From an optimization exercise on the open Yosys and OpenROAD flow, aimed at small area and a short achievable clock period; shortcuts taken in it are not production practice.
Function was checked by simulation only, so behaviour that the tests miss may differ from the original.
No activity file was given, so power comes from the tool's default toggle rates.

### flow/config.mk
export PLATFORM = sky130hd
export DESIGN_NAME = riscv
export DESIGN_NICKNAME = riscv
export VERILOG_FILES = /design/flow/design.v
export SDC_FILE = /design/flow/constraint.sdc
export NUM_CORES = 4
export LEC_CHECK = 0
export CAP_MARGIN = 20
export CORE_MARGIN = 2
export CORE_UTILIZATION = 40
export CTS_BUF_LIST = sky130_fd_sc_hd__clkbuf_8
export SETUP_SLACK_MARGIN = 4
export SLEW_MARGIN = 20
export SYNTH_HIERARCHICAL = 1
### flow/constraint.sdc
create_clock -name core_clock -period 12.0 [get_ports {clk}]
set_input_delay 2.4000 -clock core_clock [delete_from_list [all_inputs] [get_ports {clk}]]
set_output_delay 2.4000 -clock core_clock [all_outputs]
set_load 0.01 [all_outputs]
### flow/design.v
module c_inv  (input a, output y);                      assign y = ~a;                          endmodule
module c_nand2(input a, input b, output y);             assign y = ~(a & b);                    endmodule
module c_nor2 (input a, input b, output y);             assign y = ~(a | b);                    endmodule
module c_xor2 (input a, input b, output y);             assign y = a ^ b;                       endmodule
module c_xnor2(input a, input b, output y);             assign y = ~(a ^ b);                    endmodule
module c_aoi21(input a1, input a2, input b1, output y); assign y = ~((a1 & a2) | b1);           endmodule
module c_oai21(input a1, input a2, input b1, output y); assign y = ~((a1 | a2) & b1);           endmodule
module c_nand3(input a, input b, input c, output y);    assign y = ~(a & b & c);                endmodule
module c_nand4(input a, input b, input c, input d, output y); assign y = ~(a & b & c & d);      endmodule
module c_or3  (input a, input b, input c, output y);    assign y = a | b | c;                   endmodule
module c_and3 (input a, input b, input c, output y);    assign y = a & b & c;                   endmodule
module c_and4 (input a, input b, input c, input d, output y); assign y = a & b & c & d;         endmodule
module c_a22oi(input a1, input a2, input b1, input b2, output y); assign y = ~((a1 & a2) | (b1 & b2)); endmodule
module c_mux2 (input a, input b, input s, output y);    assign y = s ? b : a;                   endmodule
module ao222_n(input a1, input a2, input b1, input b2, input c1, input c2, output y);
assign y = ~((a1 & a2) | (b1 & b2) | (c1 & c2));
endmodule
module mx2n(input a, input b, input s, output y);
assign y = ~(s ? b : a);
endmodule
module rf_bit(
	input  [31:1] sel,
	input  [31:1] val,
	input         e,
	input         v,
	output        q
);
wire [10:0] t;    
genvar k;
generate
	for (k = 0; k < 10; k = k + 1) begin : g3
		ao222_n u(.a1(sel[3*k+1]), .a2(val[3*k+1]), .b1(sel[3*k+2]), .b2(val[3*k+2]),
		          .c1(sel[3*k+3]), .c2(val[3*k+3]), .y(t[k]));
	end
endgenerate
c_a22oi u10(.a1(sel[31]), .a2(val[31]), .b1(e), .b2(v), .y(t[10]));
wire h0, h1, h2;
c_and4 n0(.a(t[0]), .b(t[1]), .c(t[2]), .d(t[3]), .y(h0));
c_and4 n1(.a(t[4]), .b(t[5]), .c(t[6]), .d(t[7]), .y(h1));
c_and3 n2(.a(t[8]), .b(t[9]), .c(t[10]), .y(h2));
c_nand3 o(.a(h0), .b(h1), .c(h2), .y(q));
endmodule
module dec5(input [4:0] a, input en, output [31:1] y);
wire [3:0] lo = {a[1] & a[0], a[1] & ~a[0], ~a[1] & a[0], ~a[1] & ~a[0]};
wire [7:0] hi;
genvar k;
generate
	for (k = 0; k < 8; k = k + 1) begin : h
		assign hi[k] = en & (a[4:2] == k);
	end
	for (k = 1; k < 32; k = k + 1) begin : d
		assign y[k] = lo[k % 4] & hi[k / 4];
	end
endgenerate
endmodule
module shifter(input [31:0] x, input rev, input [4:0] s, output [31:0] y);
wire [31:0] x0, l1, l2, l3, l4;
genvar i;
generate
	for (i = 0; i < 32; i = i + 1) begin : b
		mx2n m0(.a(x[i]), .b(x[31-i]), .s(rev), .y(x0[i]));    
		if (i < 31) mx2n m1(.a(x0[i]), .b(x0[i+1]), .s(s[0]), .y(l1[i]));
		else        assign l1[i] = ~(x0[i] | s[0]);
		if (i < 30) mx2n m2(.a(l1[i]), .b(l1[i+2]), .s(s[1]), .y(l2[i]));
		else        assign l2[i] = ~(l1[i] & ~s[1]);
		if (i < 28) mx2n m3(.a(l2[i]), .b(l2[i+4]), .s(s[2]), .y(l3[i]));
		else        assign l3[i] = ~(l2[i] | s[2]);
		if (i < 24) mx2n m4(.a(l3[i]), .b(l3[i+8]), .s(s[3]), .y(l4[i]));
		else        assign l4[i] = ~(l3[i] & ~s[3]);
		if (i < 16) mx2n m5(.a(l4[i]), .b(l4[i+16]), .s(s[4]), .y(y[i]));
		else        assign y[i] = ~(l4[i] | s[4]);
	end
endgenerate
endmodule
module wb_bit(
	input en_add, input v_add,
	input en_srl, input v_srl,
	input en_sll, input v_sll,
	input en_ld, input v_ld,
	input en_lui, input v_lui,
	input lx, input la, input x, input an,   
	output y
);
assign y = (en_add & v_add) | (en_srl & v_srl) | (en_sll & v_sll) |
           (en_ld & v_ld) | (en_lui & v_lui) | (lx & x) | (la & an);
endmodule
module add12z(input [31:0] a, input [11:0] b, output [31:0] s);
wire c12;
add12 lo(.a(a[11:0]), .b(b), .s(s[11:0]), .co(c12));
wire [19:0] pa;
hi_pre hp(.a(a[31:12]), .pa(pa));
hi_inc hi(.a(a[31:12]), .pa(pa), .c(c12), .s(s[31:12]));
endmodule
module hi_pre(input [19:0] a, output [19:0] pa);
genvar j;
assign pa[0] = 1'b1;
generate
	for (j = 1; j < 20; j = j + 1) begin : g
		assign pa[j] = &a[j-1:0];
	end
endgenerate
endmodule
module hi_inc(input [19:0] a, input [19:0] pa, input c, output [19:0] s);
genvar j;
generate
	for (j = 0; j < 20; j = j + 1) begin : g
		wire t;
		c_nand2 n(.a(pa[j]), .b(c), .y(t));
		c_xnor2 x(.a(a[j]), .b(t), .y(s[j]));
	end
endgenerate
endmodule
module pc_next(input [31:0] pc, input [11:0] immb, input take, output [31:0] nxt);
wire cb, c1;
wire [11:0] lb, l1;
add12 lo(.a(pc[11:0]), .b(immb), .s(lb), .co(cb));
assign l1 = pc[11:0] + 12'd1;
assign c1 = &pc[11:0];
wire [19:0] pa;
hi_pre hp(.a(pc[31:12]), .pa(pa));
wire c = take ? cb : c1;
hi_inc hi(.a(pc[31:12]), .pa(pa), .c(c), .s(nxt[31:12]));
assign nxt[11:0] = take ? lb : l1;
endmodule
module alu(
	input  [31:0] a,           
	input  [31:0] d,           
	input  [31:0] instruction,
	input         is_rtype,
	input         is_itype,
	input         is_load,
	input         is_lui,
	input  [31:0] din,         
	output [31:0] wdata,
	output        eq           
);
wire [2:0] f3 = instruction[14:12];
wire do_sub = is_rtype & (instruction[30] | f3[1]);
wire [31:0] as;
wire co;
add32 u_as(.a(a), .b(d ^ {32{do_sub}}), .ci(do_sub), .s(as), .co(co));
wire ltu = ~co;
wire big = |d[31:5];
wire is_shift = (is_rtype | is_itype) & ~f3[1] & f3[0];
wire [31:0] sh;
shifter u_sh(.x(a), .rev(~f3[2]), .s(d[4:0]), .y(sh));
wire [31:0] x = a ^ d;
wire lx = (is_rtype | is_itype) & f3[2] & ~f3[0];           
wire la = (is_rtype | is_itype) & f3[2] & f3[1];            
wire en_add  = (is_rtype | is_itype) & (f3 == 3'b000);
wire en_slt  = is_rtype & (f3 == 3'b010);
wire en_srl  = is_shift & f3[2] & ~big;
wire en_sll  = is_shift & ~f3[2] & ~big;
wire [31:0] wb;
genvar i;
generate
	for (i = 0; i < 32; i = i + 1) begin : w
		wb_bit u(.en_add(en_add), .v_add(as[i]),
		         .en_srl(en_srl), .v_srl(sh[i]), .en_sll(en_sll), .v_sll(sh[31-i]),
		         .en_ld(is_load), .v_ld(din[i]),
		         .en_lui(is_lui), .v_lui(i >= 12 ? instruction[i] : 1'b0),
		         .lx(lx), .la(la), .x(x[i]), .an(a[i] & d[i]), .y(wb[i]));
	end
endgenerate
assign wdata = {wb[31:1], wb[0] | (en_slt & ltu)};
assign eq = ~(|x);
endmodule
module add32(input [31:0] a, input [31:0] b, input ci, output [31:0] s, output co);
wire w1;
c_xnor2 u1(.a(a[0]), .b(b[0]), .y(w1));
wire w2;
c_xnor2 u2(.a(a[1]), .b(b[1]), .y(w2));
wire w3;
c_xnor2 u3(.a(a[2]), .b(b[2]), .y(w3));
wire w4;
c_xnor2 u4(.a(a[3]), .b(b[3]), .y(w4));
wire w5;
c_xnor2 u5(.a(a[4]), .b(b[4]), .y(w5));
wire w6;
c_xnor2 u6(.a(a[5]), .b(b[5]), .y(w6));
wire w7;
c_xnor2 u7(.a(a[6]), .b(b[6]), .y(w7));
wire w8;
c_xnor2 u8(.a(a[7]), .b(b[7]), .y(w8));
wire w9;
c_xnor2 u9(.a(a[8]), .b(b[8]), .y(w9));
wire w10;
c_xnor2 u10(.a(a[9]), .b(b[9]), .y(w10));
wire w11;
c_xnor2 u11(.a(a[10]), .b(b[10]), .y(w11));
wire w12;
c_xnor2 u12(.a(a[11]), .b(b[11]), .y(w12));
wire w13;
c_xnor2 u13(.a(a[12]), .b(b[12]), .y(w13));
wire w14;
c_xnor2 u14(.a(a[13]), .b(b[13]), .y(w14));
wire w15;
c_xnor2 u15(.a(a[14]), .b(b[14]), .y(w15));
wire w16;
c_xnor2 u16(.a(a[15]), .b(b[15]), .y(w16));
wire w17;
c_xnor2 u17(.a(a[16]), .b(b[16]), .y(w17));
wire w18;
c_xnor2 u18(.a(a[17]), .b(b[17]), .y(w18));
wire w19;
c_xnor2 u19(.a(a[18]), .b(b[18]), .y(w19));
wire w20;
c_xnor2 u20(.a(a[19]), .b(b[19]), .y(w20));
wire w21;
c_xnor2 u21(.a(a[20]), .b(b[20]), .y(w21));
wire w22;
c_xnor2 u22(.a(a[21]), .b(b[21]), .y(w22));
wire w23;
c_xnor2 u23(.a(a[22]), .b(b[22]), .y(w23));
wire w24;
c_xnor2 u24(.a(a[23]), .b(b[23]), .y(w24));
wire w25;
c_xnor2 u25(.a(a[24]), .b(b[24]), .y(w25));
wire w26;
c_xnor2 u26(.a(a[25]), .b(b[25]), .y(w26));
wire w27;
c_xnor2 u27(.a(a[26]), .b(b[26]), .y(w27));
wire w28;
c_xnor2 u28(.a(a[27]), .b(b[27]), .y(w28));
wire w29;
c_xnor2 u29(.a(a[28]), .b(b[28]), .y(w29));
wire w30;
c_xnor2 u30(.a(a[29]), .b(b[29]), .y(w30));
wire w31;
c_xnor2 u31(.a(a[30]), .b(b[30]), .y(w31));
wire w32;
c_xnor2 u32(.a(a[31]), .b(b[31]), .y(w32));
wire w33;
c_nand2 u33(.a(a[0]), .b(b[0]), .y(w33));
wire w34;
c_nand2 u34(.a(a[1]), .b(b[1]), .y(w34));
wire w35;
c_nand2 u35(.a(a[2]), .b(b[2]), .y(w35));
wire w36;
c_nand2 u36(.a(a[3]), .b(b[3]), .y(w36));
wire w37;
c_nand2 u37(.a(a[4]), .b(b[4]), .y(w37));
wire w38;
c_nand2 u38(.a(a[5]), .b(b[5]), .y(w38));
wire w39;
c_nand2 u39(.a(a[6]), .b(b[6]), .y(w39));
wire w40;
c_nand2 u40(.a(a[7]), .b(b[7]), .y(w40));
wire w41;
c_nand2 u41(.a(a[8]), .b(b[8]), .y(w41));
wire w42;
c_nand2 u42(.a(a[9]), .b(b[9]), .y(w42));
wire w43;
c_nand2 u43(.a(a[10]), .b(b[10]), .y(w43));
wire w44;
c_nand2 u44(.a(a[11]), .b(b[11]), .y(w44));
wire w45;
c_nand2 u45(.a(a[12]), .b(b[12]), .y(w45));
wire w46;
c_nand2 u46(.a(a[13]), .b(b[13]), .y(w46));
wire w47;
c_nand2 u47(.a(a[14]), .b(b[14]), .y(w47));
wire w48;
c_nand2 u48(.a(a[15]), .b(b[15]), .y(w48));
wire w49;
c_nand2 u49(.a(a[16]), .b(b[16]), .y(w49));
wire w50;
c_nand2 u50(.a(a[17]), .b(b[17]), .y(w50));
wire w51;
c_nand2 u51(.a(a[18]), .b(b[18]), .y(w51));
wire w52;
c_nand2 u52(.a(a[19]), .b(b[19]), .y(w52));
wire w53;
c_nand2 u53(.a(a[20]), .b(b[20]), .y(w53));
wire w54;
c_nand2 u54(.a(a[21]), .b(b[21]), .y(w54));
wire w55;
c_nand2 u55(.a(a[22]), .b(b[22]), .y(w55));
wire w56;
c_nand2 u56(.a(a[23]), .b(b[23]), .y(w56));
wire w57;
c_nand2 u57(.a(a[24]), .b(b[24]), .y(w57));
wire w58;
c_nand2 u58(.a(a[25]), .b(b[25]), .y(w58));
wire w59;
c_nand2 u59(.a(a[26]), .b(b[26]), .y(w59));
wire w60;
c_nand2 u60(.a(a[27]), .b(b[27]), .y(w60));
wire w61;
c_nand2 u61(.a(a[28]), .b(b[28]), .y(w61));
wire w62;
c_nand2 u62(.a(a[29]), .b(b[29]), .y(w62));
wire w63;
c_nand2 u63(.a(a[30]), .b(b[30]), .y(w63));
wire w64;
c_nand2 u64(.a(a[31]), .b(b[31]), .y(w64));
wire w65;
c_inv u65(.a(ci), .y(w65));
wire w66;
c_oai21 u66(.a1(w1), .a2(w65), .b1(w33), .y(w66));
wire w67;
c_inv u67(.a(w66), .y(w67));
wire w68;
c_oai21 u68(.a1(w2), .a2(w67), .b1(w34), .y(w68));
wire w69;
c_oai21 u69(.a1(w4), .a2(w35), .b1(w36), .y(w69));
wire w70;
c_nor2 u70(.a(w4), .b(w3), .y(w70));
wire w71;
c_oai21 u71(.a1(w6), .a2(w37), .b1(w38), .y(w71));
wire w72;
c_nor2 u72(.a(w6), .b(w5), .y(w72));
wire w73;
c_oai21 u73(.a1(w8), .a2(w39), .b1(w40), .y(w73));
wire w74;
c_nor2 u74(.a(w8), .b(w7), .y(w74));
wire w75;
c_oai21 u75(.a1(w10), .a2(w41), .b1(w42), .y(w75));
wire w76;
c_nor2 u76(.a(w10), .b(w9), .y(w76));
wire w77;
c_oai21 u77(.a1(w12), .a2(w43), .b1(w44), .y(w77));
wire w78;
c_nor2 u78(.a(w12), .b(w11), .y(w78));
wire w79;
c_oai21 u79(.a1(w14), .a2(w45), .b1(w46), .y(w79));
wire w80;
c_nor2 u80(.a(w14), .b(w13), .y(w80));
wire w81;
c_oai21 u81(.a1(w16), .a2(w47), .b1(w48), .y(w81));
wire w82;
c_nor2 u82(.a(w16), .b(w15), .y(w82));
wire w83;
c_oai21 u83(.a1(w18), .a2(w49), .b1(w50), .y(w83));
wire w84;
c_nor2 u84(.a(w18), .b(w17), .y(w84));
wire w85;
c_oai21 u85(.a1(w20), .a2(w51), .b1(w52), .y(w85));
wire w86;
c_nor2 u86(.a(w20), .b(w19), .y(w86));
wire w87;
c_oai21 u87(.a1(w22), .a2(w53), .b1(w54), .y(w87));
wire w88;
c_nor2 u88(.a(w22), .b(w21), .y(w88));
wire w89;
c_oai21 u89(.a1(w24), .a2(w55), .b1(w56), .y(w89));
wire w90;
c_nor2 u90(.a(w24), .b(w23), .y(w90));
wire w91;
c_oai21 u91(.a1(w26), .a2(w57), .b1(w58), .y(w91));
wire w92;
c_nor2 u92(.a(w26), .b(w25), .y(w92));
wire w93;
c_oai21 u93(.a1(w28), .a2(w59), .b1(w60), .y(w93));
wire w94;
c_nor2 u94(.a(w28), .b(w27), .y(w94));
wire w95;
c_oai21 u95(.a1(w30), .a2(w61), .b1(w62), .y(w95));
wire w96;
c_nor2 u96(.a(w30), .b(w29), .y(w96));
wire w97;
c_oai21 u97(.a1(w32), .a2(w63), .b1(w64), .y(w97));
wire w98;
c_nor2 u98(.a(w32), .b(w31), .y(w98));
wire w99;
c_inv u99(.a(w68), .y(w99));
wire w100;
c_oai21 u100(.a1(w3), .a2(w99), .b1(w35), .y(w100));
wire w101;
c_aoi21 u101(.a1(w70), .a2(w68), .b1(w69), .y(w101));
wire w102;
c_inv u102(.a(w71), .y(w102));
wire w103;
c_inv u103(.a(w72), .y(w103));
wire w104;
c_oai21 u104(.a1(w7), .a2(w102), .b1(w39), .y(w104));
wire w105;
c_nor2 u105(.a(w7), .b(w103), .y(w105));
wire w106;
c_aoi21 u106(.a1(w74), .a2(w71), .b1(w73), .y(w106));
wire w107;
c_nand2 u107(.a(w74), .b(w72), .y(w107));
wire w108;
c_inv u108(.a(w75), .y(w108));
wire w109;
c_inv u109(.a(w76), .y(w109));
wire w110;
c_oai21 u110(.a1(w11), .a2(w108), .b1(w43), .y(w110));
wire w111;
c_nor2 u111(.a(w11), .b(w109), .y(w111));
wire w112;
c_aoi21 u112(.a1(w78), .a2(w75), .b1(w77), .y(w112));
wire w113;
c_nand2 u113(.a(w78), .b(w76), .y(w113));
wire w114;
c_inv u114(.a(w79), .y(w114));
wire w115;
c_inv u115(.a(w80), .y(w115));
wire w116;
c_oai21 u116(.a1(w15), .a2(w114), .b1(w47), .y(w116));
wire w117;
c_nor2 u117(.a(w15), .b(w115), .y(w117));
wire w118;
c_aoi21 u118(.a1(w82), .a2(w79), .b1(w81), .y(w118));
wire w119;
c_nand2 u119(.a(w82), .b(w80), .y(w119));
wire w120;
c_inv u120(.a(w83), .y(w120));
wire w121;
c_inv u121(.a(w84), .y(w121));
wire w122;
c_oai21 u122(.a1(w19), .a2(w120), .b1(w51), .y(w122));
wire w123;
c_nor2 u123(.a(w19), .b(w121), .y(w123));
wire w124;
c_aoi21 u124(.a1(w86), .a2(w83), .b1(w85), .y(w124));
wire w125;
c_nand2 u125(.a(w86), .b(w84), .y(w125));
wire w126;
c_inv u126(.a(w87), .y(w126));
wire w127;
c_inv u127(.a(w88), .y(w127));
wire w128;
c_oai21 u128(.a1(w23), .a2(w126), .b1(w55), .y(w128));
wire w129;
c_nor2 u129(.a(w23), .b(w127), .y(w129));
wire w130;
c_aoi21 u130(.a1(w90), .a2(w87), .b1(w89), .y(w130));
wire w131;
c_nand2 u131(.a(w90), .b(w88), .y(w131));
wire w132;
c_inv u132(.a(w91), .y(w132));
wire w133;
c_inv u133(.a(w92), .y(w133));
wire w134;
c_oai21 u134(.a1(w27), .a2(w132), .b1(w59), .y(w134));
wire w135;
c_nor2 u135(.a(w27), .b(w133), .y(w135));
wire w136;
c_aoi21 u136(.a1(w94), .a2(w91), .b1(w93), .y(w136));
wire w137;
c_nand2 u137(.a(w94), .b(w92), .y(w137));
wire w138;
c_inv u138(.a(w95), .y(w138));
wire w139;
c_inv u139(.a(w96), .y(w139));
wire w140;
c_oai21 u140(.a1(w31), .a2(w138), .b1(w63), .y(w140));
wire w141;
c_nor2 u141(.a(w31), .b(w139), .y(w141));
wire w142;
c_aoi21 u142(.a1(w98), .a2(w95), .b1(w97), .y(w142));
wire w143;
c_nand2 u143(.a(w98), .b(w96), .y(w143));
wire w144;
c_oai21 u144(.a1(w5), .a2(w101), .b1(w37), .y(w144));
wire w145;
c_inv u145(.a(w101), .y(w145));
wire w146;
c_aoi21 u146(.a1(w72), .a2(w145), .b1(w71), .y(w146));
wire w147;
c_aoi21 u147(.a1(w105), .a2(w145), .b1(w104), .y(w147));
wire w148;
c_oai21 u148(.a1(w107), .a2(w101), .b1(w106), .y(w148));
wire w149;
c_oai21 u149(.a1(w13), .a2(w112), .b1(w45), .y(w149));
wire w150;
c_nor2 u150(.a(w13), .b(w113), .y(w150));
wire w151;
c_inv u151(.a(w112), .y(w151));
wire w152;
c_inv u152(.a(w113), .y(w152));
wire w153;
c_aoi21 u153(.a1(w80), .a2(w151), .b1(w79), .y(w153));
wire w154;
c_nand2 u154(.a(w80), .b(w152), .y(w154));
wire w155;
c_aoi21 u155(.a1(w117), .a2(w151), .b1(w116), .y(w155));
wire w156;
c_nand2 u156(.a(w117), .b(w152), .y(w156));
wire w157;
c_oai21 u157(.a1(w119), .a2(w112), .b1(w118), .y(w157));
wire w158;
c_nor2 u158(.a(w119), .b(w113), .y(w158));
wire w159;
c_oai21 u159(.a1(w21), .a2(w124), .b1(w53), .y(w159));
wire w160;
c_nor2 u160(.a(w21), .b(w125), .y(w160));
wire w161;
c_inv u161(.a(w124), .y(w161));
wire w162;
c_inv u162(.a(w125), .y(w162));
wire w163;
c_aoi21 u163(.a1(w88), .a2(w161), .b1(w87), .y(w163));
wire w164;
c_nand2 u164(.a(w88), .b(w162), .y(w164));
wire w165;
c_aoi21 u165(.a1(w129), .a2(w161), .b1(w128), .y(w165));
wire w166;
c_nand2 u166(.a(w129), .b(w162), .y(w166));
wire w167;
c_oai21 u167(.a1(w131), .a2(w124), .b1(w130), .y(w167));
wire w168;
c_nor2 u168(.a(w131), .b(w125), .y(w168));
wire w169;
c_oai21 u169(.a1(w29), .a2(w136), .b1(w61), .y(w169));
wire w170;
c_nor2 u170(.a(w29), .b(w137), .y(w170));
wire w171;
c_inv u171(.a(w136), .y(w171));
wire w172;
c_inv u172(.a(w137), .y(w172));
wire w173;
c_aoi21 u173(.a1(w96), .a2(w171), .b1(w95), .y(w173));
wire w174;
c_nand2 u174(.a(w96), .b(w172), .y(w174));
wire w175;
c_aoi21 u175(.a1(w141), .a2(w171), .b1(w140), .y(w175));
wire w176;
c_nand2 u176(.a(w141), .b(w172), .y(w176));
wire w177;
c_oai21 u177(.a1(w143), .a2(w136), .b1(w142), .y(w177));
wire w178;
c_nor2 u178(.a(w143), .b(w137), .y(w178));
wire w179;
c_inv u179(.a(w148), .y(w179));
wire w180;
c_oai21 u180(.a1(w9), .a2(w179), .b1(w41), .y(w180));
wire w181;
c_aoi21 u181(.a1(w76), .a2(w148), .b1(w75), .y(w181));
wire w182;
c_aoi21 u182(.a1(w111), .a2(w148), .b1(w110), .y(w182));
wire w183;
c_oai21 u183(.a1(w113), .a2(w179), .b1(w112), .y(w183));
wire w184;
c_aoi21 u184(.a1(w150), .a2(w148), .b1(w149), .y(w184));
wire w185;
c_oai21 u185(.a1(w154), .a2(w179), .b1(w153), .y(w185));
wire w186;
c_oai21 u186(.a1(w156), .a2(w179), .b1(w155), .y(w186));
wire w187;
c_aoi21 u187(.a1(w158), .a2(w148), .b1(w157), .y(w187));
wire w188;
c_inv u188(.a(w167), .y(w188));
wire w189;
c_inv u189(.a(w168), .y(w189));
wire w190;
c_oai21 u190(.a1(w25), .a2(w188), .b1(w57), .y(w190));
wire w191;
c_nor2 u191(.a(w25), .b(w189), .y(w191));
wire w192;
c_aoi21 u192(.a1(w92), .a2(w167), .b1(w91), .y(w192));
wire w193;
c_nand2 u193(.a(w92), .b(w168), .y(w193));
wire w194;
c_aoi21 u194(.a1(w135), .a2(w167), .b1(w134), .y(w194));
wire w195;
c_nand2 u195(.a(w135), .b(w168), .y(w195));
wire w196;
c_oai21 u196(.a1(w137), .a2(w188), .b1(w136), .y(w196));
wire w197;
c_nor2 u197(.a(w137), .b(w189), .y(w197));
wire w198;
c_aoi21 u198(.a1(w170), .a2(w167), .b1(w169), .y(w198));
wire w199;
c_nand2 u199(.a(w170), .b(w168), .y(w199));
wire w200;
c_oai21 u200(.a1(w174), .a2(w188), .b1(w173), .y(w200));
wire w201;
c_nor2 u201(.a(w174), .b(w189), .y(w201));
wire w202;
c_oai21 u202(.a1(w176), .a2(w188), .b1(w175), .y(w202));
wire w203;
c_nor2 u203(.a(w176), .b(w189), .y(w203));
wire w204;
c_aoi21 u204(.a1(w178), .a2(w167), .b1(w177), .y(w204));
wire w205;
c_nand2 u205(.a(w178), .b(w168), .y(w205));
wire w206;
c_oai21 u206(.a1(w17), .a2(w187), .b1(w49), .y(w206));
wire w207;
c_inv u207(.a(w187), .y(w207));
wire w208;
c_aoi21 u208(.a1(w84), .a2(w207), .b1(w83), .y(w208));
wire w209;
c_aoi21 u209(.a1(w123), .a2(w207), .b1(w122), .y(w209));
wire w210;
c_oai21 u210(.a1(w125), .a2(w187), .b1(w124), .y(w210));
wire w211;
c_aoi21 u211(.a1(w160), .a2(w207), .b1(w159), .y(w211));
wire w212;
c_oai21 u212(.a1(w164), .a2(w187), .b1(w163), .y(w212));
wire w213;
c_oai21 u213(.a1(w166), .a2(w187), .b1(w165), .y(w213));
wire w214;
c_aoi21 u214(.a1(w168), .a2(w207), .b1(w167), .y(w214));
wire w215;
c_aoi21 u215(.a1(w191), .a2(w207), .b1(w190), .y(w215));
wire w216;
c_oai21 u216(.a1(w193), .a2(w187), .b1(w192), .y(w216));
wire w217;
c_oai21 u217(.a1(w195), .a2(w187), .b1(w194), .y(w217));
wire w218;
c_aoi21 u218(.a1(w197), .a2(w207), .b1(w196), .y(w218));
wire w219;
c_oai21 u219(.a1(w199), .a2(w187), .b1(w198), .y(w219));
wire w220;
c_aoi21 u220(.a1(w201), .a2(w207), .b1(w200), .y(w220));
wire w221;
c_aoi21 u221(.a1(w203), .a2(w207), .b1(w202), .y(w221));
wire w222;
c_oai21 u222(.a1(w205), .a2(w187), .b1(w204), .y(w222));
wire w223;
c_xnor2 u223(.a(w1), .b(ci), .y(w223));
assign s[0] = w223;
wire w224;
c_xnor2 u224(.a(w2), .b(w66), .y(w224));
assign s[1] = w224;
wire w225;
c_xnor2 u225(.a(w3), .b(w68), .y(w225));
assign s[2] = w225;
wire w226;
c_xnor2 u226(.a(w4), .b(w100), .y(w226));
assign s[3] = w226;
wire w227;
c_xor2 u227(.a(w5), .b(w101), .y(w227));
assign s[4] = w227;
wire w228;
c_xnor2 u228(.a(w6), .b(w144), .y(w228));
assign s[5] = w228;
wire w229;
c_xor2 u229(.a(w7), .b(w146), .y(w229));
assign s[6] = w229;
wire w230;
c_xor2 u230(.a(w8), .b(w147), .y(w230));
assign s[7] = w230;
wire w231;
c_xnor2 u231(.a(w9), .b(w148), .y(w231));
assign s[8] = w231;
wire w232;
c_xnor2 u232(.a(w10), .b(w180), .y(w232));
assign s[9] = w232;
wire w233;
c_xor2 u233(.a(w11), .b(w181), .y(w233));
assign s[10] = w233;
wire w234;
c_xor2 u234(.a(w12), .b(w182), .y(w234));
assign s[11] = w234;
wire w235;
c_xnor2 u235(.a(w13), .b(w183), .y(w235));
assign s[12] = w235;
wire w236;
c_xor2 u236(.a(w14), .b(w184), .y(w236));
assign s[13] = w236;
wire w237;
c_xnor2 u237(.a(w15), .b(w185), .y(w237));
assign s[14] = w237;
wire w238;
c_xnor2 u238(.a(w16), .b(w186), .y(w238));
assign s[15] = w238;
wire w239;
c_xor2 u239(.a(w17), .b(w187), .y(w239));
assign s[16] = w239;
wire w240;
c_xnor2 u240(.a(w18), .b(w206), .y(w240));
assign s[17] = w240;
wire w241;
c_xor2 u241(.a(w19), .b(w208), .y(w241));
assign s[18] = w241;
wire w242;
c_xor2 u242(.a(w20), .b(w209), .y(w242));
assign s[19] = w242;
wire w243;
c_xnor2 u243(.a(w21), .b(w210), .y(w243));
assign s[20] = w243;
wire w244;
c_xor2 u244(.a(w22), .b(w211), .y(w244));
assign s[21] = w244;
wire w245;
c_xnor2 u245(.a(w23), .b(w212), .y(w245));
assign s[22] = w245;
wire w246;
c_xnor2 u246(.a(w24), .b(w213), .y(w246));
assign s[23] = w246;
wire w247;
c_xor2 u247(.a(w25), .b(w214), .y(w247));
assign s[24] = w247;
wire w248;
c_xor2 u248(.a(w26), .b(w215), .y(w248));
assign s[25] = w248;
wire w249;
c_xnor2 u249(.a(w27), .b(w216), .y(w249));
assign s[26] = w249;
wire w250;
c_xnor2 u250(.a(w28), .b(w217), .y(w250));
assign s[27] = w250;
wire w251;
c_xor2 u251(.a(w29), .b(w218), .y(w251));
assign s[28] = w251;
wire w252;
c_xnor2 u252(.a(w30), .b(w219), .y(w252));
assign s[29] = w252;
wire w253;
c_xor2 u253(.a(w31), .b(w220), .y(w253));
assign s[30] = w253;
wire w254;
c_xor2 u254(.a(w32), .b(w221), .y(w254));
assign s[31] = w254;
assign co = w222;
endmodule
module add12(input [11:0] a, input [11:0] b, output [11:0] s, output co);
wire w1;
c_xnor2 u1(.a(a[0]), .b(b[0]), .y(w1));
wire w2;
c_xnor2 u2(.a(a[1]), .b(b[1]), .y(w2));
wire w3;
c_xnor2 u3(.a(a[2]), .b(b[2]), .y(w3));
wire w4;
c_xnor2 u4(.a(a[3]), .b(b[3]), .y(w4));
wire w5;
c_xnor2 u5(.a(a[4]), .b(b[4]), .y(w5));
wire w6;
c_xnor2 u6(.a(a[5]), .b(b[5]), .y(w6));
wire w7;
c_xnor2 u7(.a(a[6]), .b(b[6]), .y(w7));
wire w8;
c_xnor2 u8(.a(a[7]), .b(b[7]), .y(w8));
wire w9;
c_xnor2 u9(.a(a[8]), .b(b[8]), .y(w9));
wire w10;
c_xnor2 u10(.a(a[9]), .b(b[9]), .y(w10));
wire w11;
c_xnor2 u11(.a(a[10]), .b(b[10]), .y(w11));
wire w12;
c_xnor2 u12(.a(a[11]), .b(b[11]), .y(w12));
wire w13;
c_nand2 u13(.a(a[0]), .b(b[0]), .y(w13));
wire w14;
c_nand2 u14(.a(a[1]), .b(b[1]), .y(w14));
wire w15;
c_nand2 u15(.a(a[2]), .b(b[2]), .y(w15));
wire w16;
c_nand2 u16(.a(a[3]), .b(b[3]), .y(w16));
wire w17;
c_nand2 u17(.a(a[4]), .b(b[4]), .y(w17));
wire w18;
c_nand2 u18(.a(a[5]), .b(b[5]), .y(w18));
wire w19;
c_nand2 u19(.a(a[6]), .b(b[6]), .y(w19));
wire w20;
c_nand2 u20(.a(a[7]), .b(b[7]), .y(w20));
wire w21;
c_nand2 u21(.a(a[8]), .b(b[8]), .y(w21));
wire w22;
c_nand2 u22(.a(a[9]), .b(b[9]), .y(w22));
wire w23;
c_nand2 u23(.a(a[10]), .b(b[10]), .y(w23));
wire w24;
c_nand2 u24(.a(a[11]), .b(b[11]), .y(w24));
wire w25;
c_oai21 u25(.a1(w2), .a2(w13), .b1(w14), .y(w25));
wire w26;
c_oai21 u26(.a1(w4), .a2(w15), .b1(w16), .y(w26));
wire w27;
c_nor2 u27(.a(w4), .b(w3), .y(w27));
wire w28;
c_oai21 u28(.a1(w6), .a2(w17), .b1(w18), .y(w28));
wire w29;
c_nor2 u29(.a(w6), .b(w5), .y(w29));
wire w30;
c_oai21 u30(.a1(w8), .a2(w19), .b1(w20), .y(w30));
wire w31;
c_nor2 u31(.a(w8), .b(w7), .y(w31));
wire w32;
c_oai21 u32(.a1(w10), .a2(w21), .b1(w22), .y(w32));
wire w33;
c_nor2 u33(.a(w10), .b(w9), .y(w33));
wire w34;
c_oai21 u34(.a1(w12), .a2(w23), .b1(w24), .y(w34));
wire w35;
c_nor2 u35(.a(w12), .b(w11), .y(w35));
wire w36;
c_inv u36(.a(w25), .y(w36));
wire w37;
c_oai21 u37(.a1(w3), .a2(w36), .b1(w15), .y(w37));
wire w38;
c_aoi21 u38(.a1(w27), .a2(w25), .b1(w26), .y(w38));
wire w39;
c_inv u39(.a(w28), .y(w39));
wire w40;
c_inv u40(.a(w29), .y(w40));
wire w41;
c_oai21 u41(.a1(w7), .a2(w39), .b1(w19), .y(w41));
wire w42;
c_nor2 u42(.a(w7), .b(w40), .y(w42));
wire w43;
c_aoi21 u43(.a1(w31), .a2(w28), .b1(w30), .y(w43));
wire w44;
c_nand2 u44(.a(w31), .b(w29), .y(w44));
wire w45;
c_inv u45(.a(w32), .y(w45));
wire w46;
c_inv u46(.a(w33), .y(w46));
wire w47;
c_oai21 u47(.a1(w11), .a2(w45), .b1(w23), .y(w47));
wire w48;
c_nor2 u48(.a(w11), .b(w46), .y(w48));
wire w49;
c_aoi21 u49(.a1(w35), .a2(w32), .b1(w34), .y(w49));
wire w50;
c_nand2 u50(.a(w35), .b(w33), .y(w50));
wire w51;
c_oai21 u51(.a1(w5), .a2(w38), .b1(w17), .y(w51));
wire w52;
c_inv u52(.a(w38), .y(w52));
wire w53;
c_aoi21 u53(.a1(w29), .a2(w52), .b1(w28), .y(w53));
wire w54;
c_aoi21 u54(.a1(w42), .a2(w52), .b1(w41), .y(w54));
wire w55;
c_oai21 u55(.a1(w44), .a2(w38), .b1(w43), .y(w55));
wire w56;
c_inv u56(.a(w55), .y(w56));
wire w57;
c_oai21 u57(.a1(w9), .a2(w56), .b1(w21), .y(w57));
wire w58;
c_aoi21 u58(.a1(w33), .a2(w55), .b1(w32), .y(w58));
wire w59;
c_aoi21 u59(.a1(w48), .a2(w55), .b1(w47), .y(w59));
wire w60;
c_oai21 u60(.a1(w50), .a2(w56), .b1(w49), .y(w60));
wire w61;
c_inv u61(.a(w1), .y(w61));
assign s[0] = w61;
wire w62;
c_xor2 u62(.a(w2), .b(w13), .y(w62));
assign s[1] = w62;
wire w63;
c_xnor2 u63(.a(w3), .b(w25), .y(w63));
assign s[2] = w63;
wire w64;
c_xnor2 u64(.a(w4), .b(w37), .y(w64));
assign s[3] = w64;
wire w65;
c_xor2 u65(.a(w5), .b(w38), .y(w65));
assign s[4] = w65;
wire w66;
c_xnor2 u66(.a(w6), .b(w51), .y(w66));
assign s[5] = w66;
wire w67;
c_xor2 u67(.a(w7), .b(w53), .y(w67));
assign s[6] = w67;
wire w68;
c_xor2 u68(.a(w8), .b(w54), .y(w68));
assign s[7] = w68;
wire w69;
c_xnor2 u69(.a(w9), .b(w55), .y(w69));
assign s[8] = w69;
wire w70;
c_xnor2 u70(.a(w10), .b(w57), .y(w70));
assign s[9] = w70;
wire w71;
c_xor2 u71(.a(w11), .b(w58), .y(w71));
assign s[10] = w71;
wire w72;
c_xor2 u72(.a(w12), .b(w59), .y(w72));
assign s[11] = w72;
assign co = w60;
endmodule
module decoder(
	input  [31:0] instruction,
	output        is_load,
	output        is_store,
	output        is_branch,
	output        is_lui,
	output        is_rtype,
	output        is_itype,
	output        regwrite
);
wire b2 = instruction[2];
wire b4 = instruction[4];
wire b5 = instruction[5];
wire b6 = instruction[6];
assign is_load   = ~b5 & ~b4;
assign is_store  = b5 & ~b4 & ~b6;
assign is_branch = b6;
assign is_lui    = b2;
assign is_rtype  = b5 & b4 & ~b2;
assign is_itype  = ~b5 & b4;
assign regwrite  = b4 | ~b5;    
endmodule
module riscv(
	input clk,
	input reset,
	output [31:0] iram_addr,
	input  [31:0] iram_data,
	output dram_read,
	output dram_write,
	output [31:0] dram_addr,
	output [31:0] dram_data_out,
	input  [31:0] dram_data_in
);
reg [31:0] pc;
reg [31:0] registers [1:31];
assign iram_addr = pc;
wire [31:0] instruction = iram_data;
wire [4:0] rd  = instruction[11:7];
wire [4:0] rs1 = instruction[19:15];
wire [4:0] rs2 = instruction[24:20];
wire is_load, is_store, is_branch, is_lui, is_rtype, is_itype, regwrite;
decoder decoder1(.instruction(instruction), .is_load(is_load), .is_store(is_store),
	.is_branch(is_branch), .is_lui(is_lui), .is_rtype(is_rtype), .is_itype(is_itype),
	.regwrite(regwrite));
wire [31:1] sel1, sel2;
dec5 d1(.a(rs1), .en(1'b1), .y(sel1));
dec5 d2(.a(rs2), .en(~is_itype), .y(sel2));
wire [31:0] immI = {20'd0, instruction[31:20]};
wire [31:0] rs1_val, rs2_val;
genvar g, k;
generate
	for (g = 0; g < 32; g = g + 1) begin : rd_bit
		wire [31:1] col;
		for (k = 1; k < 32; k = k + 1) begin : c
			assign col[k] = registers[k][g];
		end
		rf_bit p1(.sel(sel1), .val(col), .e(1'b0), .v(1'b0), .q(rs1_val[g]));
		rf_bit p2(.sel(sel2), .val(col), .e(is_itype), .v(immI[g]), .q(rs2_val[g]));
	end
endgenerate
wire [11:0] imm12 = is_store ? {instruction[31:25], instruction[11:7]} : instruction[31:20];
wire [31:0] addr_sum;
add12z u_addr(.a(rs1_val), .b(imm12), .s(addr_sum));
wire [31:0] wdata;
wire eq;
alu alu1(.a(rs1_val), .d(rs2_val), .instruction(instruction), .is_rtype(is_rtype),
	.is_itype(is_itype), .is_load(is_load), .is_lui(is_lui),
	.din(dram_data_in), .wdata(wdata), .eq(eq));
assign dram_addr = addr_sum;
assign dram_data_out = rs2_val;
assign dram_write = is_store;
assign dram_read = is_load;
always @(posedge clk) begin
	if (regwrite && rd != 5'd0)
		registers[rd] <= wdata;
end
wire take = is_branch & eq;
wire [31:0] pc_nxt;
pc_next u_pcn(.pc(pc), .immb({instruction[31], instruction[7], instruction[30:25], instruction[11:8]}),
	.take(take), .nxt(pc_nxt));
always @(posedge clk) begin
	if (reset) pc <= 32'd0;
	else pc <= pc_nxt;
end
endmodule
### flow/flow/run.sh
#!/bin/bash
# The standard layout (the standard.sh, all ORFS steps), with one change:
# the port buffers that global placement inserts on every input and output are
# sky130_fd_sc_hd__buf_4 rather than the tool's default pick (a slow delay cell).
set -euo pipefail
export BUFFER_PORTS_ARGS="-buffer_cell sky130_fd_sc_hd__buf_4"
bash standard.sh > standard.log 2>&1
### flow/standard.sh
#!/bin/bash
# synth_recipe.tcl (not shown) runs the flow's synth.tcl, then flattens the netlist and writes it again
# the make line also repeats each setting of config.mk as NAME=value (left out here)
make -C /OpenROAD-flow-scripts/flow DESIGN_CONFIG=/design/flow/config.mk WORK_HOME=/design/flow/orfs CLKGATE_MAP_FILE= SYNTH_SCRIPT=/design/flow/synth_recipe.tcl "${@:-finish}"
==> results of run 1 <==
what timing repair did:
item | CTS | global route
setup endpoints to repair | 338 | 317
gates resized for setup | 212 | 43
pin swaps | 92 | 27
gates cloned | 18 | 2
buffers inserted | 129 | 33
worst register-to-register path: stages, from the launching register on:
cell and delay (ns):
edfxtp_1 0.38, a222oi_1 0.48, and4_1 0.51, nand3_1 0.61
mux2i_1 0.42, mux2i_1 0.17, mux2i_1 0.23, mux2i_1 0.13
nand2b_1 0.18, mux2i_1 0.15, a22oi_1 0.91, nand3_2 0.70
flip-flops by register name, indices dropped and copies added, names as in the netlist:
| register | flops |
|---|---|
| registers | 992 |
| pc | 32 |
metal layers:
metal	track usage, %	up-vias	share of wire (%)
li1	-	15990	-
met1	41.42	19810	36
met2	45.92	3691	43
met3	11.21	606	17
met4	12.23	4	4.1
met5	0.3462	-	0.035
final timing paths:
path / endpoint / slack [ns] / depth (start not counted)
worst min-delay path: pc[31] / 0.58 / 2
worst max register to register: registers[25][21] / 6.66 / 11
worst min register to register: pc[31] / 0.58 / 2
worst max-delay path: dram_addr[29] / 3.80 / 21
cell type report:
cell class	instances	share of cell area, %
flip-flops and latches	1024	51.06
multi-input cells	2198	32.59
repair buffers	477	6.863
clock buffers	168	3.880
well taps	1612	3.384
clock inverters	129	1.852
inverters	55	0.3569
diodes	5	0.02099
modules after synthesis (local to each module, per instance), excerpt:
| module | area, um2 | cells | times used |
|---|---|---|---|
| add32 | 240.2 | 32 | 1 |
| c_a22oi | 12.51 | 1 | 64 |
| c_and3 | 6.256 | 1 | 64 |
| c_and4 | 8.758 | 1 | 128 |
| c_aoi21 | 8.758 | 1 | 46 |
| c_inv | 3.754 | 1 | 44 |
| c_oai21 | 5.005 | 1 | 75 |
| c_xnor2 | 8.758 | 1 | 123 |
| dec5 | 230.2 | 46 | 2 |
| decoder | 56.30 | 7 | 1 |
| hi_pre | 209.0 | 25 | 2 |
| mx2n | 10.01 | 1 | 161 |
| shifter | 206.4 | 34 | 1 |
stage by stage:
stage                     worst slack [ns]  hold WS [ns]  util (%)
after floorplan                      4.049        0.5801         -
after global placement               2.047        0.5515     44.46
after detailed placement             1.997        0.5603     44.47
after CTS                            3.889        0.5687     49.19
after global routing                 3.772        0.6065     49.61
final                                3.805        0.5777     49.61
power breakdown:
part | total, mW | internal, mW | switching (mW)
combinational | 1.66 | 0.546 | 1.11
sequential | 4.07 | 4.05 | 0.0203
clock | 3.18 | 1.69 | 1.48
synthesized netlist by cell type, types with 3 or more instances:
library cell,number
edfxtp_1,992
a222oi_1,672
nor2_1,166
mux2i_1,161
xnor2_1,157
and4_1,134
nand2_1,132
nand3_1,102
buf_4,96
o21ai_1,77
and3_1,73
a22oi_1,64
a22oi_2,64
inv_1,55
a21oi_2,46
ha_1,33
dfxtp_1,32
nor2b_1,32
xor2_1,28
nor4_1,16
clkbuf_1,15
nand2b_1,14
and2_1,9
nand4_1,9
nand4b_1,9
nand4bb_1,9
or4_1,7
mux2_2,6
o21ai_0,6
conb_1,5
nand4_2,5
a31oi_1,4
and2_2,4
nor3b_2,4
or3_1,4
nor3_2,3
nor4_4,3
o211ai_1,3
o31ai_1,3
or2_2,3
kinds of logic (layout without fill, tap and decap cells):
family          count (synthesis)  in the layout  synth area share [%]
flops                        1024           1024                 62.73
simple gates                  751            765                 9.118
fa+ha+maj                      33             33                0.8512
mux                           167            167                 3.462
buf+inv                       170            829                 2.082
other cells                     5            111               0.03870
xor+xnor                      185            185                 3.340
compound gates                941            942                 18.38
==> summary.txt, run 1 <==
CTS
  • Cts bufs inserted: 167
  • Htree depth: 4
  • Clock transition at path regs: 0.06 ns
  • Max clock buf depth: 3
  • Worst skew pair latency: 0.88 ns
  • Clock Tree Root: clkbuf_8
  • TritonCTS clock tree: done
  • CTS sink count: 1,024
  • Hold buffer count at cts: 0

GRT
  • Pin count of the biggest net entering global routing: 38
  • First-pass GRT wire length: 276,900 um
  • Antenna violations before repair: 6
  • Vias in the first global route: 37,580
  • Gr usage total: 31.04%
  • Overflow after GRT: 0

Critical path
  • Family with the most delay on the worst path: buffers and inverters
  • CP bufs+invs: 9
  • CP required: 9.60 ns
  • Crit-path cells: buf_12, nand2b_4, buf_12, nor2_4, buf_12, buf_12, buf_16, a222oi_1, and4_4, nand3_4, xnor2_4, nor2_4, a21oi_4, buf_12, o21ai_4, inv_4, o21ai_4, buf_6, nand2_4, xnor2_4, buf_6
  • Critical Path AT: 5.80 ns
  • Critical path class: input port to output pin
  • Crit path launch type: input port
  • Worst Setup SP: iram_data[16]
  • Worst Setup End Kind: output pin
  • Critical-path top delay cell: a222oi_1
  • Crit path top cell by count: buf_12
  • Largest driver fanout on the critical path: 6
  • Worst path max stage delay: 0.45 ns
  • Reg-to-Reg Start: registers[7][28]

Power and ir drop
  • Tot Pwr: 8.908 mW
  • Power per cell area: 149.5 nW/um2
  • Peak VDD IR: 0.1080 mV
  • Leak Pwr: 19.51 nW

Timing
  • Min Tclk post-route: 8.195 ns
  • Normalized max-slew margin: 26.46%
  • Skew final: 0.06239 ns
  • Setup TNS: 0 ns
  • Max Freq: 122.0 MHz
  • Final slew viol count: 0
  • Final worst-path cycle share: 68.29%
  • RSZ-0062 raised after global routing: yes
  • Setup-failing EPs final: 0
  • Slew at the pin with the worst max-slew slack: 1.103 ns
  • Final hold violation count: 0

Placement
  • Placer Congestion: 0.9621
  • Port bufs: 160
  • Cell count after placement: 5,184
  • DP Wirelength: 121,700 um
  • Placed Area: 53,420 um2

Synthesis
  • Top cells by area, synth: edfxtp_1, a222oi_1, mux2i_1
  • Post-Syn Area per Cell: 14.81 um2
  • Synth top area share: 61.41%
  • Area of the mapped netlist: 48,510 um2
  • Yosys reg bits: 1,024
  • Post-synthesis sequential area ratio: 62.73%
  • Synth Flop Type: edfxtp_1
  • Synth cell types: 54
  • Post-synthesis async set-or-reset flop share: 0%
  • Ys Warns: 7
  • Post-synth EDFFs: 992
  • Synthesized instance count: 3,276
  • Dominant cell type by area after synthesis: edfxtp_1

Die
  • Initial core utilization: 40.38%
  • Core box area: 120,100 um2
  • # rows: 127
  • Die Y: 352.2 um
  • Die Width: 352.2 um
  • Die area: 124,100 um2
  • I/O pins: 164

Run
  • Maxcap violations: 0

Routing
  • Post-Route WL: 202,200 um
  • Post-route ant nets: 0
  • Vias per inst: 7.074
  • Vias: 40,100
  • Initial DRC Count: 9,699
  • Initial DRT Pass Iterations: 11
  • Routed len/inst: 35.67 um
  • Detailed-route DRC error count: 0

Final layout
  • # fillers: 10,280
  • Register Area: 30,430 um2
  • Most common cell after layout, fill and taps aside: edfxtp_1
  • Fraction of layout cells with a size suffix above 1: 27.10%
  • Most frequent cells in the layout: edfxtp_1, a222oi_1, buf_4, clkbuf_8, mux2i_1
  • Area grow syn2layout: 22.87%
  • Final #Nets: 4,022
  • Final Instance Area: 59,600 um2
  • Post-Layout Cell Count: 5,668
  • Area of the multi-input gates: 19,420 um2

Hold path
  • Worst min path class: register to register
  • Worst Hold Launch: pc[31]

Status
  • Outcome: complete, no violations
==> run 2: changes to the inputs <==
==> flow/flow/run.sh (replaced) <==
#!/bin/bash
# The standard layout (the standard.sh, all ORFS steps), with one change:
# the port buffers that global placement inserts on every input and output are
# sky130_fd_sc_hd__buf_2 rather than the tool's default pick (a slow delay cell).
set -euo pipefail
export BUFFER_PORTS_ARGS="-buffer_cell sky130_fd_sc_hd__buf_2"
bash standard.sh > standard.log 2>&1
==> run 2 against run 1 <==
- worst setup slack gained 0.14 ns
- still clean
- final area decreased by 1.1%
- largest power group unchanged
- non-clock buffer count up 12
- maximum frequency increased by 1.8%
==> summary.txt, run 2 <==
Status
  • Outcome: complete, no violations

Final layout
  • Max FFs per register: 992
  • Largest reg by FF count: registers
  • # fillers: 10,430
  • Register Area: 30,430 um2
  • Most common cell after layout, fill and taps aside: edfxtp_1
  • Fraction of layout cells with a size suffix above 1: 27.17%
  • Post-Layout Cell Count: 5,665
  • Top flop regs: registers x992, pc x32
  • Most frequent cells in the layout: edfxtp_1, a222oi_1, buf_4, clkbuf_8, mux2i_1
  • Area of the multi-input gates: 19,420 um2
  • Final #Nets: 4,025
  • Area grow syn2layout: 21.52%

GRT
  • M2 GR Usage: 44.31%
  • Pin count of the biggest net entering global routing: 39
  • First-pass GRT wire length: 271,200 um
  • Overflow after GRT: 0
  • Vias in the first global route: 37,170
  • GR peak layer: met2
  • Antenna violations before repair: 7
  • Routing usage on met1: 39.55%
  • Gr usage total: 30.22%
  • M3 GR Usage: 13.13%

Critical path
  • Critical-path top delay cell: xnor2_1
  • Worst Setup SP: iram_data[15]
  • Flop2flop setup slack: 6.67 ns
  • Worst path max stage delay: 0.72 ns
  • Crit path top cell by count: buf_4
  • CP required: 9.60 ns
  • Crit path launch type: input port
  • Critical path class: input port to output pin
  • Crit-path cells: buf_8, nand2b_4, buf_12, nor2_4, buf_6, a222oi_1, and4_4, nand3_4, buf_4, nand2_1, o21ai_4, buf_4, buf_4, inv_1, o21ai_1, xnor2_1, buf_2
  • Reg-to-Reg Start: registers[16][0]
  • Largest driver fanout on the critical path: 19
  • Critical Path AT: 5.65 ns
  • Worst Setup End Kind: output pin

Placement
  • Pre-CTS setup slack: 1.973 ns
  • Cell count after placement: 5,180
  • Placer Congestion: 0.9380
  • DP Wirelength: 119,500 um
  • Port bufs: 160

Timing
  • Final hold violation count: 0
  • Final slew viol count: 0
  • Min Tclk post-route: 8.051 ns
  • Final worst-path cycle share: 67.09%
  • Setup TNS: 0 ns
  • Setup WS post-layout: 3.949 ns
  • Max Freq: 124.2 MHz
  • RSZ-0062 raised after global routing: yes
  • Setup-failing EPs final: 0
  • Normalized max-slew margin: 13.50%
  • Slew at the pin with the worst max-slew slack: 1.297 ns
  • Skew final: 0.04304 ns

Synthesis
  • Post-synthesis async set-or-reset flop share: 0%
  • Top cells by area, synth: edfxtp_1, a222oi_1, mux2i_1
  • Post-Syn Area per Cell: 14.81 um2
  • Synth cell types: 54
  • Synth top area share: 61.41%
  • Synth Flop Type: edfxtp_1
  • Yosys reg bits: 1,024
  • Post-synth EDFFs: 992
  • Most common cell in the netlist: edfxtp_1
  • Synthesized instance count: 3,276
  • Post-synthesis sequential area ratio: 62.73%
  • Synth top cells by count: edfxtp_1, a222oi_1, nor2_1
  • Ys Warns: 7
  • Dominant cell type by area after synthesis: edfxtp_1
  • Area of the mapped netlist: 48,510 um2

Die
  • I/O pins: 164
  • Die Width: 352.2 um
  • Die area: 124,100 um2
  • Initial core utilization: 40.38%
  • Die Y: 352.2 um
  • # rows: 127
  • Core box area: 120,100 um2

CTS
  • Clock Tree Root: clkbuf_8
  • Hold buffer count at cts: 0
  • Worst skew pair latency: 0.86 ns
  • CTS sink count: 1,024
  • Cts bufs inserted: 165
  • Max clock buf depth: 3
  • Htree depth: 4
  • TritonCTS clock tree: done
  • Clock transition at path regs: 0.05 ns

Routing
  • Post-route ant nets: 0
  • Vias per inst: 7.002
  • Post-Route WL: 198,300 um
  • Detailed-route DRC error count: 0
  • Initial DRC Count: 9,392
  • Routed len/inst: 35.00 um
  • Initial DRT Pass Iterations: 16
  • Vias: 39,660

Run
  • Maxcap violations: 0

Hold path
  • Worst min path class: register to register
  • Worst Hold Launch: pc[31]

Power and ir drop
  • Leak Pwr: 19.26 nW
  • Power per cell area: 145.4 nW/um2
  • Peak VDD IR: 0.1116 mV
run 2: cell counts after synthesis:
No cell type changed its count.
run 2: area by class of cell:
class,count,share of cell area [%]
sequential,1024,51.62
clock buffer,169,3.946
timing repair buffer,489,6.470
antenna,5,0.02123
inverter,55,0.3545
multi-input combinational,2191,32.95
tap,1612,3.422
clock inverter,120,1.212
run 2: power by group:
group	leakage, nW	internal [mW]	switching [mW]
Combinational	8.28	0.528	1.11
Sequential	9.28	4.05	0.0201
Clock	1.70	1.44	1.42
run 2: stage by stage:
stage	power [mW]	area [um2]	utilization, %	hold slack [ns]
after CTS	8.470	58060	48.33	0.5690
after floorplan	5.124	49450	-	0.5801
after detailed placement	5.551	53000	44.12	0.5615
final	8.572	58950	49.07	0.5687
after global placement	5.543	52980	44.10	0.5462
after global routing	8.817	58930	49.06	0.5965
run 2: repair_timing:
action / CTS / global route
hold endpoints to repair: 0 / 0
setup buffers: 132 / 47
gates cloned: 7 / 5
pin swaps: 106 / 89
resized for setup: 196 / 100
endpoints found under the setup margin: 333 / 287
run 2: per-module statistics from Yosys (local to each module, per instance), excerpt:
| module | flops+latches | area, um2 | times used | cells |
|---|---|---|---|---|
| shifter | 0 | 206.4 | 1 | 34 |
| pc_next | 0 | 371.6 | 1 | 62 |
| wb_bit | 0 | 30.03 | 32 | 4 |
| c_a22oi | 0 | 12.51 | 64 | 1 |
| riscv | 1024 | 30940 | 1 | 1114 |
| add32 | 0 | 240.2 | 1 | 32 |
| c_nand3 | 0 | 5.005 | 64 | 1 |
run 2: worst paths after layout:
check / to / cells past startpoint
worst max-delay path: dram_addr[3] / 17
worst min register to register: pc[31] / 2
worst max register to register: registers[6][21] / 17
worst min-delay path: pc[31] / 2
run 2: kinds of logic (layout without fill, tap and decap cells):
kind of cell | after synthesis | after routing | share of synthesized area (%)
flops | 1024 | 1024 | 62.73
compound gates | 941 | 942 | 18.38
simple gates | 751 | 758 | 9.118
xor+xnor | 185 | 185 | 3.340
buf+inv | 170 | 833 | 2.082
mux | 167 | 167 | 3.462
fa+ha+maj | 33 | 33 | 0.8512
other cells | 5 | 111 | 0.03870
run 2: metal layers:
layer / part of all wire, % / wire, um
met1: 37 / 72800
met2: 42 / 83940
met3: 17 / 34160
met4: 3.7 / 7336
met5: 0.023 / 45
run 2: critical path, delay by kind of cell:
family | cells | cell delay [ns]
and+or+nand+nor | 5 | 0.79
buffers and inverters | 8 | 1.22
AOI/OAI and AO/OA | 3 | 0.51
xor gates and xnor gates | 1 | 0.72
==> run 3: changes to the inputs <==
--- a/flow/design.v
+++ b/flow/design.v
@@ -112,2 +112,17 @@
 endmodule
+module c_fa(input a, input b, input ci, output s, output co);
+assign s = a ^ b ^ ci;
+assign co = (a & b) | (ci & (a ^ b));
+endmodule
+module rca12(input [11:0] a, input [11:0] b, output [11:0] s, output co);
+wire [12:0] c;
+assign c[0] = 1'b0;
+genvar i;
+generate
+	for (i = 0; i < 12; i = i + 1) begin : f
+		c_fa u(.a(a[i]), .b(b[i]), .ci(c[i]), .s(s[i]), .co(c[i+1]));
+	end
+endgenerate
+assign co = c[12];
+endmodule
 module pc_next(input [31:0] pc, input [11:0] immb, input take, output [31:0] nxt);
@@ -115,3 +130,3 @@
 wire [11:0] lb, l1;
-add12 lo(.a(pc[11:0]), .b(immb), .s(lb), .co(cb));
+rca12 lo(.a(pc[11:0]), .b(immb), .s(lb), .co(cb));
 assign l1 = pc[11:0] + 12'd1;
--- a/flow/config.mk
+++ b/flow/config.mk
@@ -11,2 +11,4 @@
 export CTS_BUF_LIST = sky130_fd_sc_hd__clkbuf_8
+export CTS_CLUSTER_DIAMETER = 90
+export CTS_CLUSTER_SIZE = 14
 export SETUP_SLACK_MARGIN = 4
==> run 3 against run 2 <==
- synthesized cell count is 2.2% lower
- largest power group unchanged
- flip-flop and latch count stayed put
- highest routed layer unchanged
- critical path type unchanged
- routed wire length is 1.7% higher
- utilization is 1.7 points lower
- worst setup slack worse by 0.031 ns
- critical path depth is 1 higher
==> summary.txt, run 3 <==
CTS
  • Cts bufs inserted: 84
  • CTS sink count: 1,024
  • Htree depth: 3
  • TritonCTS clock tree: done
  • Worst skew pair latency: 0.78 ns
  • Max clock buf depth: 3
  • Clock Tree Root: clkbuf_8
  • Hold buffer count at cts: 0
  • Clock transition at path regs: 0.09 ns

Synthesis
  • Post-synthesis async set-or-reset flop share: 0%
  • Synth Flop Type: edfxtp_1
  • Most common cell in the netlist: edfxtp_1
  • Synth top cells by count: edfxtp_1, a222oi_1, mux2i_1
  • Post-synthesis sequential area ratio: 63.10%
  • Synth cell types: 55
  • Post-Syn Area per Cell: 15.05 um2
  • Yosys reg bits: 1,024
  • Post-synth EDFFs: 992
  • Area of the mapped netlist: 48,220 um2
  • Dominant cell type by area after synthesis: edfxtp_1
  • Synthesized instance count: 3,205
  • Ys Warns: 7
  • Synth top area share: 61.77%
  • Top cells by area, synth: edfxtp_1, a222oi_1, mux2i_1

Routing
  • Vias: 38,910
  • Initial DRC Count: 9,081
  • Post-Route WL: 201,700 um
  • Vias per inst: 7.210
  • Detailed-route DRC error count: 0
  • Initial DRT Pass Iterations: 15
  • Post-route ant nets: 0
  • Routed len/inst: 37.38 um

Hold path
  • Worst min path class: register to register
  • Hold Path Stages: 2
  • Worst Hold Launch: pc[31]
  • Worst hold endpoint: pc[31]

Die
  • I/O pins: 164
  • Core box area: 119,800 um2
  • Die area: 123,400 um2
  • Initial core utilization: 40.25%
  • Die Y: 351.2 um
  • # rows: 127
  • Die Width: 351.2 um

Final layout
  • Top flop regs: registers x992, pc x32
  • Fraction of layout cells with a size suffix above 1: 25.22%
  • Most common cell after layout, fill and taps aside: edfxtp_1
  • Largest reg by FF count: registers
  • Most frequent cells in the layout: edfxtp_1, a222oi_1, buf_4, mux2i_1, buf_2
  • Register Area: 30,430 um2
  • Area grow syn2layout: 17.66%
  • Post-Layout Cell Count: 5,397
  • Area of the multi-input gates: 19,190 um2
  • Max FFs per register: 992
  • Final #Nets: 3,865
  • # fillers: 10,530

Timing
  • Final worst-path cycle share: 67.34%
  • Final slew viol count: 0
  • Skew final: 0.04857 ns
  • RSZ-0062 raised after global routing: yes
  • Max Freq: 123.7 MHz
  • Setup TNS: 0 ns
  • Setup-failing EPs final: 0
  • Min Tclk post-route: 8.081 ns
  • Normalized max-slew margin: 32.22%
  • Final hold violation count: 0
  • Slew at the pin with the worst max-slew slack: 1.007 ns

Critical path
  • CP required: 9.60 ns
  • Flop2flop setup slack: 5.97 ns
  • Worst Setup SP: iram_data[15]
  • Largest driver fanout on the critical path: 6
  • Worst Setup End Kind: output pin
  • R2R Path End: pc[19]
  • Crit path launch type: input port
  • Critical Path AT: 5.68 ns
  • Critical path class: input port to output pin
  • Worst Reg-to-Reg Cells: 18
  • Reg-to-Reg Start: pc[0]

Status
  • Outcome: complete, no violations

GRT
  • First-pass GRT wire length: 273,000 um
  • Gr usage total: 31.46%
  • Vias in the first global route: 36,410
  • Antenna violations before repair: 7
  • Pin count of the biggest net entering global routing: 39
  • Overflow after GRT: 0

Power and ir drop
  • Leak Pwr: 18.06 nW
  • Peak VDD IR: 0.07083 mV
  • Power per cell area: 132.0 nW/um2

Placement
  • Cell count after placement: 5,124
  • DP Wirelength: 120,200 um
  • Placer Congestion: 0.9888
  • Port bufs: 160

Run
  • Maxcap violations: 0
## run 3: changes by cell type after synthesis, sizes merged
cell and delta:
inv -8, o21ai -13, nor2 -7, xnor2 -17, conb +1, fa +12, xor2 -6, buf -12
a21oi -7, nand2 -14
## run 3: cell type report
class / count / share of cell area, %
multi-input combinational: 2143 / 33.83
timing repair buffer: 454 / 6.294
antenna: 6 / 0.02646
tap: 1612 / 3.555
sequential: 1024 / 53.63
inverter: 47 / 0.3264
clock inverter: 24 / 0.2271
clock buffer: 87 / 2.110
## run 3: cells by family after synthesis
| group | count (synthesis) | share of synthesized area, % |
|---|---|---|
| fa+ha+maj | 45 | 1.354 |
| flops | 1024 | 63.10 |
| compound gates | 921 | 18.22 |
| simple gates | 730 | 9.008 |
| buf+inv | 150 | 1.845 |
| xor+xnor | 162 | 2.942 |
| mux | 167 | 3.482 |
| other cells | 6 | 0.04670 |
## run 3: layer usage
layer | global-route usage (%) | part of all wire (%) | vias to the layer above
met4 | 21.73 | 7.7 | 8
li1 | - | - | 15450
met3 | 9.756 | 15 | 687
met2 | 46.82 | 43 | 3467
met5 | 0 | 0.084 | -
met1 | 39.15 | 34 | 19300
## run 3: repair_timing
action                                  CTS  global route
setup buffers                           100            37
endpoints found under the setup margin  604           312
cloned                                   12             3
endpoints found under the hold margin     0             0
gates resized for setup                 165           110
pin swaps                                79            90
## run 3: per-stage QoR
step / total power [mW] / utilization (%) / setup slack (ns) / hold WS (ns) / instance area (um2)
after floorplan: 5.113 / - / 4.049 / 0.5801 / 49170
after global placement: 5.529 / 44.09 / 1.997 / 0.5469 / 52820
after detailed placement: 5.541 / 44.09 / 2.040 / 0.5551 / 52820
after CTS: 7.382 / 46.65 / 3.970 / 0.5737 / 55890
after global routing: 7.709 / 47.35 / 3.920 / 0.5987 / 56730
final: 7.492 / 47.36 / 3.919 / 0.5775 / 56740
## run 3: worst max-delay path by stage
stage | end | slack [ns] | cells after the start
after floorplan | dram_addr[12] | 4.05 | 13
after global placement | registers[8][24] | 2.00 | 18
after detailed placement | registers[8][24] | 2.04 | 18
after CTS | dram_addr[14] | 3.97 | 19
after global routing | dram_addr[29] | 3.92 | 19
final | dram_addr[29] | 3.92 | 18
## run 3: power breakdown
part	internal, mW	switching [mW]
Clock	0.664	1.15
Combinational	0.517	1.09
Sequential	4.05	0.0198
Total	5.23	2.26
## run 3: Yosys stat by module, one instance, submodules excluded, a selection
module / flip-flops and latches / cells inside / copies in the design
c_xnor2: 0 / 1 / 106
c_aoi21: 0 / 1 / 39
riscv: 1024 / 1114 / 1
rca12: 0 / 1 / 1
c_fa: 0 / 1 / 12
c_a22oi: 0 / 1 / 64
decoder: 0 / 7 / 1
c_inv: 0 / 1 / 36
hi_pre: 0 / 25 / 2
c_and4: 0 / 1 / 128
shifter: 0 / 34 / 1
pc_next: 0 / 62 / 1
## run 3: worst max-delay path: stages
cell      delay [ns]
buf_12          0.12
or2_4           0.23
buf_12          0.13
nor2_4          0.04
buf_4           0.17
a222oi_1        0.41
and4_4          0.40
nand3_4         0.15
xnor2_4         0.20
o21ai_4         0.21
a21oi_4         0.11
o21ai_4         0.20
clkinv_4        0.10
buf_12          0.14
o21ai_4         0.25
nand2_2         0.12
xnor2_2         0.15
buf_2           0.14

==> what the ideal ports hide <==
The flow's constraints put no driver on any port. The routed layouts listed below were extracted and timed again, unchanged, in two steps.
Step 1, drivers: a clkbuf_16 drives clk and a buf_2 each remaining input, both assumed.
Step 2 also shifts input and output timing later by t, the mid clock arrival at the registers, as if the neighbouring blocks saw the same clock.
a / b / c = no drivers / after step 1 / after step 2; a / b = the first two.
run | t (ns) | setup WS [ns] | worst register clock-pin slew, ns | cell pins on the clock port's net
run 1 | 0.925 | 3.805 / 3.738 / 3.323 | 0.07 / 0.07 | 1
run 2 | 0.901 | 3.949 / 3.765 / 3.216 | 0.07 / 0.07 | 1
run 3 | 0.819 | 3.919 / 3.781 / 3.294 | 0.11 / 0.11 | 1
After both steps every run listed still meets setup and hold. For run 2, which loses most, drivers alone change the setup slack by -0.184 ns; drivers and shift together by -0.733 ns.
